Source: an optimization exercise on an open RTL-to-GDS flow (aim: small area and a short achievable clock period). Production flows keep margins and buffers that such runs may drop. Only simulation tests tie the RTL to the original design; equivalence was not proved. No activity file was given, so power comes from the tool's default toggle rates.

==> try-umber: inputs <==
==> flow/design.v (excerpt) <==
module top(rst,clk,acc,rom_addr,rom_data,ram_we,ram_waddr,ram_wdata);
Settings: LEC_CHECK=0, CAP_MARGIN=45, CORE_MARGIN=2, CORE_UTILIZATION=45, PLACE_DENSITY=0.6, SLEW_MARGIN=45, SYNTH_HIERARCHICAL=1; clock period 20.0 ns.
standard.sh (not shown) runs the stock make flow with config.mk's settings and CLKGATE_MAP_FILE= SYNTH_SCRIPT=/design/flow/synth_recipe.tcl, a recipe that flattens the netlist after the stock synthesis.
==> flow/flow/run.sh <==
#!/bin/bash
# The standard layout, with timing repair aiming past the clock period so that
# the resizer works on the paths that set the achieved period.
set -euo pipefail
export SETUP_SLACK_MARGIN=11
export TNS_END_PERCENT=100
bash standard.sh > flow_standard.log 2>&1
==> try-xenon (differences from try-umber) <==
==> flow/run.sh (new file) <==
#!/bin/bash
# synth_recipe.tcl (not shown) runs the flow's synth.tcl, then flattens the netlist and writes it again
# the make line also repeats each setting of config.mk as NAME=value (left out here)
make -C /OpenROAD-flow-scripts/flow DESIGN_CONFIG=/design/flow/config.mk WORK_HOME=/design/flow/orfs CLKGATE_MAP_FILE= SYNTH_SCRIPT=/design/flow/synth_recipe.tcl finish
removed: flow/flow/run.sh
removed: flow/standard.sh
==> comparison table <==
item	try-umber	try-xenon
Result of the run	complete, no violations	complete, no violations
Drt first pass iters	11	13
Pwr dens	92.05 mW/mm^2	92.39 mW/mm^2
Skew-Pair Late Insertion Delay	910 ps	940 ps
Buffer share of cell area	2.969%	1.937%
Length of routed met3 wiring	38.96 mm	37.50 mm
RSZ-0062 raised after global routing	yes	no
Clock buffer count	264	283
Met1 WL	139.1 mm	141.9 mm
Sequential share of power	50.0%	50.9%
Pin count of the biggest net entering global routing	171	137
Via count	75007	74339
Global-route usage over all layers	30.20%	30.35%
Filler Cells Inserted	19173	19443
Hold_ws	337.3 ps	339.9 ps

========
==> run a: inputs <==
top, a different RTL version from the one above (not shown whole).
Design top, start of the top module:
module top(rst,clk,acc,rom_addr,rom_data,ram_we,ram_waddr,ram_wdata);
export LEC_CHECK = 0
export CAP_MARGIN = 45
export CORE_MARGIN = 2
export CORE_UTILIZATION = 45
export CTS_CLUSTER_DIAMETER = 100
export CTS_CLUSTER_SIZE = 22
export PLACE_DENSITY = 0.6
export SLEW_MARGIN = 45
export SYNTH_HIERARCHICAL = 1
create_clock -name core_clock -period 20.0 [get_ports {clk}]
==> flow/flow/run.sh <==
#!/bin/bash
# The standard layout, with two changes: timing repair aims past the clock
# period, so that the resizer works on the paths that set the achieved period;
# and the port buffers are plain buffers (sky130_fd_sc_hd__buf_4) that the
# resizer may size, instead of the delay cells buffer_ports picks by itself.
set -euo pipefail
export SETUP_SLACK_MARGIN=11
export TNS_END_PERCENT=100
export BUFFER_PORTS_ARGS="-buffer_cell sky130_fd_sc_hd__buf_4"
bash standard.sh > flow_standard.log 2>&1
==> run b (differences from run a) <==
--- a/flow/design.v
+++ b/flow/design.v
@@ -56,10 +56,11 @@
 output [15:0] rom_addr;
 input [23:0] rom_data;
 output ram_we;
 output [7:0] ram_waddr;
 output [7:0] ram_wdata;
+reg [5:0] s3sel;
 reg [10:0] brf;
 reg [20:0] opf;
 reg [7:0] Rs, Rd;
 reg [17:0] f_source0;
 reg [16:0] f_dest0;
@@ -181,14 +182,14 @@
   ctrl3 <= ctrl2;
 end
 assign acc = ACC;
 wire wb_dst_ram = dest4[16] && !dest4[15] && dest4[14];
 wire ram_write = !rst && !nop4 && wb_dst_ram;
-wire [7:0] ram_write_addr = (!rst && wb_dst_ram) ? dest4[7:0] : 8'b0;
+wire [7:0] ram_write_addr = dest4[7:0];
 wire [7:0] ram_write_data = (source4[17] && !source4[16] && source4[15]) ? source4[7:0] : data;
 rst_gate #(1) ram_we_gate(rst, !nop4 && wb_dst_ram, ram_we);
-rst_gate #(8) ram_waddr_gate(rst, wb_dst_ram ? dest4[7:0] : 8'b0, ram_waddr);
+assign ram_waddr = ram_write_addr;
 assign ram_wdata = ram_write_data;
 always@(*)
 begin
         casex (f0)
           8'bxxx1_0001  : f_op_len = 2'h2;
@@ -686,20 +687,17 @@
 	wire ac_in = PSW[6];
 	assign nop_alu = (des[16:15] == 2'b11);
 	wire s_sfr = src[17] & src[16];
 	wire s_imm = src[17] & src[15];
 	always @(*) begin
-		case (src[12:8])
-			5'b10000: sfrv = ACC;
-			5'b01000: sfrv = B;
-			5'b11000: sfrv = PSW;
-			5'b00010: sfrv = DPL;
-			5'b00011: sfrv = DPH;
-			5'b00111: sfrv = SPH;
-			default:  sfrv = 8'b0;
-		endcase
+		sfrv = ({8{s3sel[0]}} & ACC) | ({8{s3sel[1]}} & B) | ({8{s3sel[2]}} & PSW) |
+		       ({8{s3sel[3]}} & DPL) | ({8{s3sel[4]}} & DPH) | ({8{s3sel[5]}} & SPH);
 	end
+	always@(posedge clk)
+		if (rst) s3sel <= 6'b0;
+		else s3sel <= {source2[12:8] == 5'b00111, source2[12:8] == 5'b00011, source2[12:8] == 5'b00010,
+		               source2[12:8] == 5'b11000, source2[12:8] == 5'b01000, source2[12:8] == 5'b10000};
 	wire [7:0] sv = s_sfr ? sfrv : s_imm ? src[7:0] : opnd;
 	wire ts_a  = (src[12:11] == 2'b10);
 	wire ts_b  = (src[12:11] == 2'b01);
 	wire ts_p  = (src[12:11] == 2'b11);
 	wire ts_lo = (src[12:11] == 2'b00);
@@ -779,68 +777,38 @@
 	wire as_c  = hi_sum[4] ^ sub;
 	wire as_ac = lo_sum[4] ^ sub;
 	wire [7:0] id_in  = s_sfr ? tsv : opnd;
 	wire [7:0] id_res = (o == 3'd3) ? id_in + 8'd1 : id_in - 8'd1;
 	wire [15:0] mul_res = ACC * B;
-	wire [10:0] div_m1 = {3'b0, B};
-	wire [10:0] div_m2 = 2 * {3'b0, B};
-	wire [10:0] div_m3 = 3 * {3'b0, B};
-	wire [10:0] div_m4 = 4 * {3'b0, B};
-	wire [10:0] div_m5 = 5 * {3'b0, B};
-	wire [10:0] div_m6 = 6 * {3'b0, B};
-	wire [10:0] div_m7 = 7 * {3'b0, B};
-	wire [1:0] div_p0 = ACC[7:6];
-	wire [11:0] div_e0_1 = {10'b0, div_p0} - {1'b0, div_m1};
-	wire [11:0] div_e0_2 = {10'b0, div_p0} - {1'b0, div_m2};
-	wire [11:0] div_e0_3 = {10'b0, div_p0} - {1'b0, div_m3};
-	reg [1:0] div_q0; reg [1:0] div_r0;
-	always @(*) begin
-		div_q0 = 2'd0; div_r0 = div_p0;
-		if (~div_e0_1[11]) begin div_q0 = 2'd1; div_r0 = div_e0_1[1:0]; end
-		if (~div_e0_2[11]) begin div_q0 = 2'd2; div_r0 = div_e0_2[1:0]; end
-		if (~div_e0_3[11]) begin div_q0 = 2'd3; div_r0 = div_e0_3[1:0]; end
-	end
-	wire [4:0] div_p1 = {div_r0, ACC[5:3]};
-	wire [11:0] div_e1_1 = {7'b0, div_p1} - {1'b0, div_m1};
-	wire [11:0] div_e1_2 = {7'b0, div_p1} - {1'b0, div_m2};
-	wire [11:0] div_e1_3 = {7'b0, div_p1} - {1'b0, div_m3};
-	wire [11:0] div_e1_4 = {7'b0, div_p1} - {1'b0, div_m4};
-	wire [11:0] div_e1_5 = {7'b0, div_p1} - {1'b0, div_m5};
-	wire [11:0] div_e1_6 = {7'b0, div_p1} - {1'b0, div_m6};
-	wire [11:0] div_e1_7 = {7'b0, div_p1} - {1'b0, div_m7};
-	reg [2:0] div_q1; reg [4:0] div_r1;
-	always @(*) begin
-		div_q1 = 3'd0; div_r1 = div_p1;
-		if (~div_e1_1[11]) begin div_q1 = 3'd1; div_r1 = div_e1_1[4:0]; end
-		if (~div_e1_2[11]) begin div_q1 = 3'd2; div_r1 = div_e1_2[4:0]; end
-		if (~div_e1_3[11]) begin div_q1 = 3'd3; div_r1 = div_e1_3[4:0]; end
-		if (~div_e1_4[11]) begin div_q1 = 3'd4; div_r1 = div_e1_4[4:0]; end
-		if (~div_e1_5[11]) begin div_q1 = 3'd5; div_r1 = div_e1_5[4:0]; end
-		if (~div_e1_6[11]) begin div_q1 = 3'd6; div_r1 = div_e1_6[4:0]; end
-		if (~div_e1_7[11]) begin div_q1 = 3'd7; div_r1 = div_e1_7[4:0]; end
-	end
-	wire [7:0] div_p2 = {div_r1, ACC[2:0]};
-	wire [11:0] div_e2_1 = {4'b0, div_p2} - {1'b0, div_m1};
-	wire [11:0] div_e2_2 = {4'b0, div_p2} - {1'b0, div_m2};
-	wire [11:0] div_e2_3 = {4'b0, div_p2} - {1'b0, div_m3};
-	wire [11:0] div_e2_4 = {4'b0, div_p2} - {1'b0, div_m4};
-	wire [11:0] div_e2_5 = {4'b0, div_p2} - {1'b0, div_m5};
-	wire [11:0] div_e2_6 = {4'b0, div_p2} - {1'b0, div_m6};
-	wire [11:0] div_e2_7 = {4'b0, div_p2} - {1'b0, div_m7};
-	reg [2:0] div_q2; reg [7:0] div_r2;
-	always @(*) begin
-		div_q2 = 3'd0; div_r2 = div_p2;
-		if (~div_e2_1[11]) begin div_q2 = 3'd1; div_r2 = div_e2_1[7:0]; end
-		if (~div_e2_2[11]) begin div_q2 = 3'd2; div_r2 = div_e2_2[7:0]; end
-		if (~div_e2_3[11]) begin div_q2 = 3'd3; div_r2 = div_e2_3[7:0]; end
-		if (~div_e2_4[11]) begin div_q2 = 3'd4; div_r2 = div_e2_4[7:0]; end
-		if (~div_e2_5[11]) begin div_q2 = 3'd5; div_r2 = div_e2_5[7:0]; end
-		if (~div_e2_6[11]) begin div_q2 = 3'd6; div_r2 = div_e2_6[7:0]; end
-		if (~div_e2_7[11]) begin div_q2 = 3'd7; div_r2 = div_e2_7[7:0]; end
-	end
-	assign div_q = {div_q0, div_q1, div_q2};
-	assign div_r = div_r2;
+	wire [9:0] div_b1 = {2'b0, B};
+	wire [9:0] div_b2 = {1'b0, B, 1'b0};
+	wire [9:0] div_b3 = div_b1 + div_b2;
+	wire [1:0] div_p3 = ACC[7:6];
+	wire [10:0] div_e3_1 = {9'b0, div_p3} - {1'b0, div_b1};
+	wire [10:0] div_e3_2 = {9'b0, div_p3} - {1'b0, div_b2};
+	wire [10:0] div_e3_3 = {9'b0, div_p3} - {1'b0, div_b3};
+	wire [1:0] div_q3 = ~div_e3_3[10] ? 2'd3 : ~div_e3_2[10] ? 2'd2 : ~div_e3_1[10] ? 2'd1 : 2'd0;
+	wire [1:0] div_r3 = ~div_e3_3[10] ? div_e3_3[1:0] : ~div_e3_2[10] ? div_e3_2[1:0] : ~div_e3_1[10] ? div_e3_1[1:0] : div_p3;
+	wire [3:0] div_p2 = {div_r3, ACC[5:4]};
+	wire [10:0] div_e2_1 = {7'b0, div_p2} - {1'b0, div_b1};
+	wire [10:0] div_e2_2 = {7'b0, div_p2} - {1'b0, div_b2};
+	wire [10:0] div_e2_3 = {7'b0, div_p2} - {1'b0, div_b3};
+	wire [1:0] div_q2 = ~div_e2_3[10] ? 2'd3 : ~div_e2_2[10] ? 2'd2 : ~div_e2_1[10] ? 2'd1 : 2'd0;
+	wire [3:0] div_r2 = ~div_e2_3[10] ? div_e2_3[3:0] : ~div_e2_2[10] ? div_e2_2[3:0] : ~div_e2_1[10] ? div_e2_1[3:0] : div_p2;
+	wire [5:0] div_p1 = {div_r2, ACC[3:2]};
+	wire [10:0] div_e1_1 = {5'b0, div_p1} - {1'b0, div_b1};
+	wire [10:0] div_e1_2 = {5'b0, div_p1} - {1'b0, div_b2};
+	wire [10:0] div_e1_3 = {5'b0, div_p1} - {1'b0, div_b3};
+	wire [1:0] div_q1 = ~div_e1_3[10] ? 2'd3 : ~div_e1_2[10] ? 2'd2 : ~div_e1_1[10] ? 2'd1 : 2'd0;
+	wire [5:0] div_r1 = ~div_e1_3[10] ? div_e1_3[5:0] : ~div_e1_2[10] ? div_e1_2[5:0] : ~div_e1_1[10] ? div_e1_1[5:0] : div_p1;
+	wire [7:0] div_p0 = {div_r1, ACC[1:0]};
+	wire [10:0] div_e0_1 = {3'b0, div_p0} - {1'b0, div_b1};
+	wire [10:0] div_e0_2 = {3'b0, div_p0} - {1'b0, div_b2};
+	wire [10:0] div_e0_3 = {3'b0, div_p0} - {1'b0, div_b3};
+	wire [1:0] div_q0 = ~div_e0_3[10] ? 2'd3 : ~div_e0_2[10] ? 2'd2 : ~div_e0_1[10] ? 2'd1 : 2'd0;
+	assign div_r = ~div_e0_3[10] ? div_e0_3[7:0] : ~div_e0_2[10] ? div_e0_2[7:0] : ~div_e0_1[10] ? div_e0_1[7:0] : div_p0;
+	assign div_q = {div_q3, div_q2, div_q1, div_q0};
 	wire b_nz = |B;
 	assign da_res[3:0] = (ACC[3] & (ACC[2] | ACC[1]) & ac_in) ? (ACC[3:0] + 4'b0110) : ACC[3:0];
 	assign da_res[7:4] = (ACC[7] & (ACC[6] | ACC[5]) & c_in) ? (ACC[7:4] + 4'b0110) : ACC[7:4];
 	wire da_c = ACC[7] | (ACC[6] & (ACC[2] | ACC[3] | ACC[4]));
 	function [7:0] lop;
@@ -936,11 +904,13 @@
 	end
 	wire ne_r = (opnd != des[7:0]);
 	wire lt_r = (opnd < des[7:0]);
 	wire ne_i = (ACC != src[7:0]);
 	wire lt_i = (ACC < src[7:0]);
-	wire ne_b = (ACC != bval);
+	wire ne_sfr = (s3sel[1] & (ACC != B)) | (s3sel[2] & (ACC != PSW)) | (s3sel[3] & (ACC != DPL)) |
+	              (s3sel[4] & (ACC != DPH)) | (s3sel[5] & (ACC != SPH)) | (~(|s3sel) & (|ACC));
+	wire ne_b = s_sfr ? ne_sfr : (ACC != opnd);
 	wire lt_b = (ACC < bval);
 	wire cj_ne = brf[8] ? ne_r : brf[9] ? ne_i : ne_b;
 	wire cj_lt = brf[8] ? lt_r : brf[9] ? lt_i : lt_b;
 	wire acc_nz = |ACC;
 	always @(*) begin
==> flow/flow/run.sh (replaced) <==
#!/bin/bash
# The standard layout, with two changes: timing repair aims past the clock
# period, so that the resizer works on the paths that set the achieved period;
# and the port buffers are plain buffers (sky130_fd_sc_hd__buf_4) that the
# resizer may size, instead of the delay cells buffer_ports picks by itself.
set -euo pipefail
export SETUP_SLACK_MARGIN=12
export TNS_END_PERCENT=100
export BUFFER_PORTS_ARGS="-buffer_cell sky130_fd_sc_hd__buf_4"
bash standard.sh > flow_standard.log 2>&1
Settings changed: CORE_UTILIZATION 45 to 70, PLACE_DENSITY 0.6 to 0.8.
==> run c (differences from run a) <==
--- a/flow/design.v
+++ b/flow/design.v
@@ -56,10 +56,11 @@
 output [15:0] rom_addr;
 input [23:0] rom_data;
 output ram_we;
 output [7:0] ram_waddr;
 output [7:0] ram_wdata;
+reg [5:0] s3sel;
 reg [10:0] brf;
 reg [20:0] opf;
 reg [7:0] Rs, Rd;
 reg [17:0] f_source0;
 reg [16:0] f_dest0;
@@ -686,20 +687,17 @@
 	wire ac_in = PSW[6];
 	assign nop_alu = (des[16:15] == 2'b11);
 	wire s_sfr = src[17] & src[16];
 	wire s_imm = src[17] & src[15];
 	always @(*) begin
-		case (src[12:8])
-			5'b10000: sfrv = ACC;
-			5'b01000: sfrv = B;
-			5'b11000: sfrv = PSW;
-			5'b00010: sfrv = DPL;
-			5'b00011: sfrv = DPH;
-			5'b00111: sfrv = SPH;
-			default:  sfrv = 8'b0;
-		endcase
+		sfrv = ({8{s3sel[0]}} & ACC) | ({8{s3sel[1]}} & B) | ({8{s3sel[2]}} & PSW) |
+		       ({8{s3sel[3]}} & DPL) | ({8{s3sel[4]}} & DPH) | ({8{s3sel[5]}} & SPH);
 	end
+	always@(posedge clk)
+		if (rst) s3sel <= 6'b0;
+		else s3sel <= {source2[12:8] == 5'b00111, source2[12:8] == 5'b00011, source2[12:8] == 5'b00010,
+		               source2[12:8] == 5'b11000, source2[12:8] == 5'b01000, source2[12:8] == 5'b10000};
 	wire [7:0] sv = s_sfr ? sfrv : s_imm ? src[7:0] : opnd;
 	wire ts_a  = (src[12:11] == 2'b10);
 	wire ts_b  = (src[12:11] == 2'b01);
 	wire ts_p  = (src[12:11] == 2'b11);
 	wire ts_lo = (src[12:11] == 2'b00);
@@ -936,11 +934,13 @@
 	end
 	wire ne_r = (opnd != des[7:0]);
 	wire lt_r = (opnd < des[7:0]);
 	wire ne_i = (ACC != src[7:0]);
 	wire lt_i = (ACC < src[7:0]);
-	wire ne_b = (ACC != bval);
+	wire ne_sfr = (s3sel[1] & (ACC != B)) | (s3sel[2] & (ACC != PSW)) | (s3sel[3] & (ACC != DPL)) |
+	              (s3sel[4] & (ACC != DPH)) | (s3sel[5] & (ACC != SPH)) | (~(|s3sel) & (|ACC));
+	wire ne_b = s_sfr ? ne_sfr : (ACC != opnd);
 	wire lt_b = (ACC < bval);
 	wire cj_ne = brf[8] ? ne_r : brf[9] ? ne_i : ne_b;
 	wire cj_lt = brf[8] ? lt_r : brf[9] ? lt_i : lt_b;
 	wire acc_nz = |ACC;
 	always @(*) begin
==> run d (differences from run a) <==
==> flow/flow/run.sh (replaced) <==
#!/bin/bash
# The standard layout, with timing repair aiming past the clock period so that
# the resizer works on the paths that set the achieved period.
set -euo pipefail
export SETUP_SLACK_MARGIN=11
export TNS_END_PERCENT=100
bash standard.sh > flow_standard.log 2>&1
==> comparison table <==
	run c	run d	run b	run a
Run status	finished clean	finished clean	finished clean	finished clean
Wire length of the first global-routing pass	518,000 um	519,000 um	491,000 um	521,000 um
Largest net degree at the start of global routing	171	171	140	98
Largest stage delay on the critical path	0.50 ns	0.28 ns	0.23 ns	0.40 ns
FP Rows	178	178	141	178
Die outline area	0.241 mm2	0.240 mm2	0.153 mm2	0.240 mm2
Number of logic stages on the critical path including buffering	15	5	3	19
Power share of the clock group	0.287	0.276	0.264	0.280
Final-layout worst hold slack	0.406 ns	0.414 ns	0.411 ns	0.403 ns
Filler cell count	20,500	20,400	8,984	20,400
Area taken by multi-input logic gates	0.0376 mm2	0.0374 mm2	0.0364 mm2	0.0374 mm2
Router iterations before antenna repair	14	14	14	11
Startpoint-to-endpoint class of the critical path	register to output port	primary input to output port	primary input to output port	register to output port
Routed met1 length	145,000 um	147,000 um	115,000 um	147,000 um
Launching instance or port of the critical path	ACC[5]	rst	rst	source3[12]
Clk_skew	0.0907 ns	0.0700 ns	0.0820 ns	0.0681 ns

[what the ideal ports hide]
The flow's constraints put no driver on any port. The routed layouts listed below were extracted and timed again, unchanged, in two steps.
Step 1 (the two cells are an assumption about what drives the block):
set clk [get_ports {clk}]
set_driving_cell -lib_cell sky130_fd_sc_hd__clkbuf_16 $clk
set_driving_cell -lib_cell sky130_fd_sc_hd__buf_2 [delete_from_list [all_inputs] $clk]
Step 2 also shifts input and output timing later by t, the mid clock arrival at the registers, as if the neighbouring blocks saw the same clock.
Three values: ideal, step 1, step 2; two values: the first two.
run	t, ns	slack for setup (ns)	hold slack, ns	worst setup path at the end	cell pins on the clock port's net
try-umber	0.950	10.424 / 10.334 / 10.788	0.337 / 0.337 / 0.337	input to output	1
try-xenon	0.971	8.820 / 8.740 / 9.437	0.340 / 0.340 / 0.340	register to register	1
run a	0.912	11.059 / 10.945 / 10.401	0.403 / 0.403 / 0.403	input to register	1
run b	0.910	11.516 / 11.167 / 11.167	0.411 / 0.411 / 0.411	input to output	1
run c	0.907	11.059 / 10.963 / 10.902	0.406 / 0.406 / 0.406	input to register	1
run d	0.913	11.047 / 10.917 / 10.801	0.414 / 0.414 / 0.414	input to register	1
After both steps every run listed still meets setup and hold. The setup slack of run a, which loses most, moves by -0.114 ns with the drivers and by -0.658 ns with both steps.
